This is an optimization exercise on Yosys and OpenROAD, whose aim is small area, not a production implementation. Function was checked by simulation only, so behaviour that the tests miss may differ from the original. The flow treats the clock pin as an ideal source, which a real chip does not have. No activity file was given, so power comes from the tool's default toggle rates.

==> flow/design.v <==
`timescale 1ns / 1ps
module periph_top(
    input         clk,
    input         resetn,
    input         req_i,
    input         we_i,
    input  [31:0] addr_i,
    input  [31:0] wdata_i,
    input  [15:0] SW,
    input         BTNU, BTNL, BTNC, BTNR, BTND,
    output        req_m,
    output        we_m,
    output [5:0]  req,
    output        we_d,
    output [2:0]  RDsel_o,
    output [31:0] led_rdata,
    output [31:0] seg_rdata,
    output [31:0] sw_rdata,
    output [15:0] LED,
    output        CA, CB, CC, CD, CE, CF, CG,
    output [7:0]  AN
  );
  wire [2:0] win  = addr_i[14:12];
  wire       base = req_i & addr_i[31] & ~|addr_i[30:15];
  wire       dev  = base & ~(win[2] & win[1]);
  assign req_m   = req_i & ~dev;
  assign we_m    = req_m & we_i;
  assign we_d    = dev & we_i;
  assign req     = {6{dev}} & (6'b1 << win);
  assign RDsel_o = dev ? win + 3'd1 : 3'd0;
  wire [11:0] off = addr_i[11:0];
  reg  [19:0] bt;
  reg         clk_strb;
  wire        bt_tc  = (bt == 20'b01111101001101011001);
  wire        bt_clr = ~resetn | bt_tc;
  always @(posedge clk) begin
    bt       <= ~({bt[18:0], bt[19] ^ bt[16]} | {20{bt_clr}});
    clk_strb <= resetn & (clk_strb ^ bt_tc);
  end
  reg [15:0] LED_reg, data_strb, led_out;
  wire led_a = req[0] & (off == 12'h800);
  wire led_b = req[0] & (off == 12'hF00);
  wire led_wok = we_d & ~|wdata_i[31:16];
  wire        rst   = ~resetn;
  wire [15:0] wd16  = wdata_i[15:0] & {16{resetn}};
  always @(posedge clk) begin
    if ((led_a & led_wok) | rst) LED_reg <= wd16;
    if ((led_b & led_wok) | rst) data_strb <= wd16;
    if (led_a | led_b | rst) led_out <= (led_a & resetn) ? LED_reg : (data_strb & {16{resetn}});
  end
  assign LED = clk_strb ? (LED_reg | data_strb) : (LED_reg & ~data_strb);
  assign led_rdata = {16'b0, led_out};
  reg [31:0] wseg;
  reg        pv;
  reg [7:0]  nsel;         
  wire [7:0] select_seg = ~nsel;
  reg        sv;           
  reg [2:0]  sidx;         
  reg        segw;         
  reg [7:0]  seg_lo;       
  wire [2:0] pidx = seg_lo[6:4];
  wire [3:0] pval = seg_lo[3:0];
  wire [7:0] strb_sel = {8{sv}} & (8'b1 << sidx);
  wire sreq    = req[1];
  wire sw_e    = sreq & we_d;
  wire dig     = (off[11:5] == 7'b0) & (off[1:0] == 2'b0);
  wire o_sel   = (off == 12'h020);
  wire o_strb  = (off == 12'h024);
  wire o_res   = (off == 12'h028);
  wire w4z     = ~|wdata_i[31:4];
  wire w8z     = ~|wdata_i[31:8];
  wire wff     = &wdata_i[7:0];
  wire w74z    = ~|wdata_i[7:4];
  wire       dwr   = sw_e & dig & w4z;
  wire       clr   = rst | (sw_e & o_res);
  wire [3:0] cd    = pval & {4{~clr}};
  integer k;
  always @(posedge clk) begin
    for (k = 0; k < 8; k = k + 1)
      if ((sreq & pv & (pidx == k)) | clr) wseg[4*k +: 4] <= cd;
    if (sreq | rst) begin
      pv     <= resetn & dwr;
      segw   <= resetn & dig;
      seg_lo <= {8{resetn}} & (dig    ? {1'b0, off[4:2], wdata_i[3:0]} :
                               o_sel  ? select_seg :
                               o_strb ? strb_sel : 8'b0);
    end
    if ((sw_e & o_sel & w8z) | clr) nsel <= ~((sw_e & o_res & resetn) ? 8'hFF : wdata_i[7:0] & {8{resetn}});
    if ((sw_e & o_strb & (wff | w74z)) | clr) sv <= resetn & ~(sw_e & o_res) & ~wff & ~wdata_i[3];
  end
  always @(posedge clk)
    if (sw_e & o_strb & w74z) sidx <= wdata_i[2:0];
  assign seg_rdata = segw ? wseg : {24'b0, seg_lo};
  reg [9:0] sc;
  reg       av;            
  reg [2:0] aidx;          
  wire      sc_tc  = (sc == 10'b1100100011);
  wire      sc_clr = ~resetn | sc_tc;
  always @(posedge clk) begin
    sc <= ~({sc[8:0], sc[9] ^ sc[6]} | {10{sc_clr}});
    av <= resetn & (av | sc_tc);
    if (sc_tc) aidx <= {3{av}} & (aidx + 3'd1);
  end
  wire [7:0] anon = {8{av}} & (8'b1 << aidx);
  reg [3:0] cur, prv;
  reg       first;
  always @(posedge clk) begin
    cur   <= {4{resetn}} & ((av & pv & (pidx == aidx)) ? pval : (av ? wseg[4*aidx +: 4] : 4'b0));
    prv   <= cur;
    first <= ~resetn;
  end
  wire [15:0] dhot = 16'b1 << prv;
  wire [6:0]  pat;
  assign pat[6] = |(dhot & 16'b0010100000010010);   
  assign pat[5] = |(dhot & 16'b1101100001100000);   
  assign pat[4] = |(dhot & 16'b1101000000000100);   
  assign pat[3] = |(dhot & 16'b1000010010010010);   
  assign pat[2] = |(dhot & 16'b0000001010111010);   
  assign pat[1] = |(dhot & 16'b0010000010001110);   
  assign pat[0] = |(dhot & 16'b0001000010000011);   
  assign {CA, CB, CC, CD, CE, CF, CG} = pat | {7{first}};
  assign AN = ~(anon & (select_seg | (strb_sel & {8{clk_strb}})));
  reg [15:0] sw_out;
  wire sw_a = req[2] & (off == 12'h000);
  wire sw_b = req[2] & (off == 12'h004);
  always @(posedge clk)
    if (sw_a | sw_b | rst)
      sw_out <= {16{resetn}} & (sw_a ? SW : {11'b0, BTNU, BTNL, BTNC, BTNR, BTND});
  assign sw_rdata = {16'b0, sw_out};
endmodule
export LEC_CHECK = 0
export CAP_MARGIN = 20
export CORE_MARGIN = 2
export CORE_UTILIZATION = 60
export SLEW_MARGIN = 20
export BUFFER_PORTS_ARGS = -buffer_cell sky130_fd_sc_hd__buf_1
export SKIP_REPAIR_TIE_FANOUT = 1
export CTS_ARGS = -sink_clustering_enable -repair_clock_nets -dont_use_dummy_load -buf_list sky130_fd_sc_hd__clkbuf_8
export POST_CTS_TCL = /design/flow/flow/shrink_clk.tcl
create_clock -name core_clock -period 10.0 [get_ports {clk}]
standard.sh (not shown) runs the stock make flow with config.mk's settings and CLKGATE_MAP_FILE= SYNTH_SCRIPT=/design/flow/synth_recipe.tcl, a recipe that flattens the netlist after the stock synthesis.
==> flow/flow/run.sh <==
#!/bin/bash
# Layout flow: the standard flow (standard.sh) with these changes.
#  - Synthesis is the standard flow's own script, except that its abc call maps the logic
#    with an area-oriented script (flow/area.abc) and the extract_fa pass (which
#    makes half/full-adder cells of small xor/and groups) is skipped. Every
#    other pass, flip-flop mapping included, is the standard one, so the
#    registers are the standard synthesis's.
#  - The port buffers are the smallest buffer cell.
#  - One tie cell drives all the constant outputs (no tie fanout repair).
#  - Clock tree synthesis adds no dummy loads, and afterwards each clock buffer
#    (the leaves first, the root last) is made a clkbuf_4 where the flip-flop
#    clock slew stays under 110 ps (flow/shrink_clk.tcl).
set -euo pipefail
W=$PWD
cat >> config.mk <<'EOC'
export BUFFER_PORTS_ARGS = -buffer_cell sky130_fd_sc_hd__buf_1
export SKIP_REPAIR_TIE_FANOUT = 1
export CTS_ARGS = -sink_clustering_enable -repair_clock_nets -dont_use_dummy_load -buf_list sky130_fd_sc_hd__clkbuf_8
EOC
echo "export POST_CTS_TCL = $W/flow/shrink_clk.tcl" >> config.mk
{
  cat <<'EOT'
proc extract_fa {args} { puts "extract_fa skipped" }
proc abc {args} {
  set i [lsearch -exact $args -script]
  if { $i >= 0 } { lset args [expr {$i + 1}] $::env(AREA_ABC_SCRIPT) }
  yosys abc {*}$args
}
EOT
  cat synth_recipe.tcl
} > area_synth.tcl
sed "s|SYNTH_SCRIPT=[^ ]*|SYNTH_SCRIPT=$W/area_synth.tcl|" standard.sh > area_standard.sh
export AREA_ABC_SCRIPT=$W/flow/area.abc
bash area_standard.sh > standard.log 2>&1
Other scripts of this flow, unchanged in this note and not shown: flow/flow/area.abc, flow/flow/shrink_clk.tcl
Edit:
--- a/flow/design.v
+++ b/flow/design.v
@@ -53,12 +53,11 @@
   reg [31:0] wseg;
   reg        pv;
-  reg [7:0]  nsel;         
-  wire [7:0] select_seg = ~nsel;
+  reg [2:0]  pidx;
+  reg [3:0]  pval;
+  reg [7:0]  select_seg;
   reg        sv;           
   reg [2:0]  sidx;         
   reg        segw;         
   reg [7:0]  seg_lo;       
-  wire [2:0] pidx = seg_lo[6:4];
-  wire [3:0] pval = seg_lo[3:0];
   wire [7:0] strb_sel = {8{sv}} & (8'b1 << sidx);
   wire sreq    = req[1];
@@ -82,13 +81,16 @@
       pv     <= resetn & dwr;
       segw   <= resetn & dig;
-      seg_lo <= {8{resetn}} & (dig    ? {1'b0, off[4:2], wdata_i[3:0]} :
-                               o_sel  ? select_seg :
-                               o_strb ? strb_sel : 8'b0);
+      seg_lo <= {8{resetn}} & (o_sel ? select_seg : o_strb ? strb_sel : 8'b0);
     end
-    if ((sw_e & o_sel & w8z) | clr) nsel <= ~((sw_e & o_res & resetn) ? 8'hFF : wdata_i[7:0] & {8{resetn}});
+    if ((sw_e & o_sel & w8z) | clr) select_seg <= (sw_e & o_res & resetn) ? 8'hFF : wdata_i[7:0] & {8{resetn}};
     if ((sw_e & o_strb & (wff | w74z)) | clr) sv <= resetn & ~(sw_e & o_res) & ~wff & ~wdata_i[3];
   end
-  always @(posedge clk)
+  always @(posedge clk) begin
+    if (dwr) begin
+      pidx <= off[4:2];
+      pval <= wdata_i[3:0];
+    end
     if (sw_e & o_strb & w74z) sidx <= wdata_i[2:0];
+  end
   assign seg_rdata = segw ? wseg : {24'b0, seg_lo};
   reg [9:0] sc;
Outcome: Setup slack gets worse by 0.21 ns; synthesized area went up by about 3%; routed wire length barely changes; total power climbs by 2.3%; cell count rises by 0.65%; core utilization came out lower by 0.69 points.

==> separate check: timing with driven ports <==
In the flow no input, the clock included, has a driving cell. The finished layouts below were timed again as built, in two steps. Step 1 assumes that a clkbuf_16 drives the clock port and a buf_2 every other input. Step 2 adds t to the input delays and takes it off the output delays; t is the mean of the earliest and latest rising clock arrival at the registers after step 1. Input paths then give back, and output paths get back, about the clock's delay inside the block. Slacks: no drivers / after step 1 / after step 2; pairs: no drivers / after step 1.
run | t, ns | setup slack, ns | worst setup path after step 2 | clock arrival spread, ns | worst data-port slew with drivers (ns)
the first run | 0.601 | 4.252 / 4.230 / 4.230 | input to output | 0.036 / 0.036 | 0.06
the second run | 0.460 | 4.041 / 4.020 / 4.020 | input to output | 0.035 / 0.036 | 0.05
After both steps setup and hold are still met in every run listed. For the first run, which loses most, drivers alone change the setup slack by -0.022 ns; drivers and shift together by -0.022 ns.
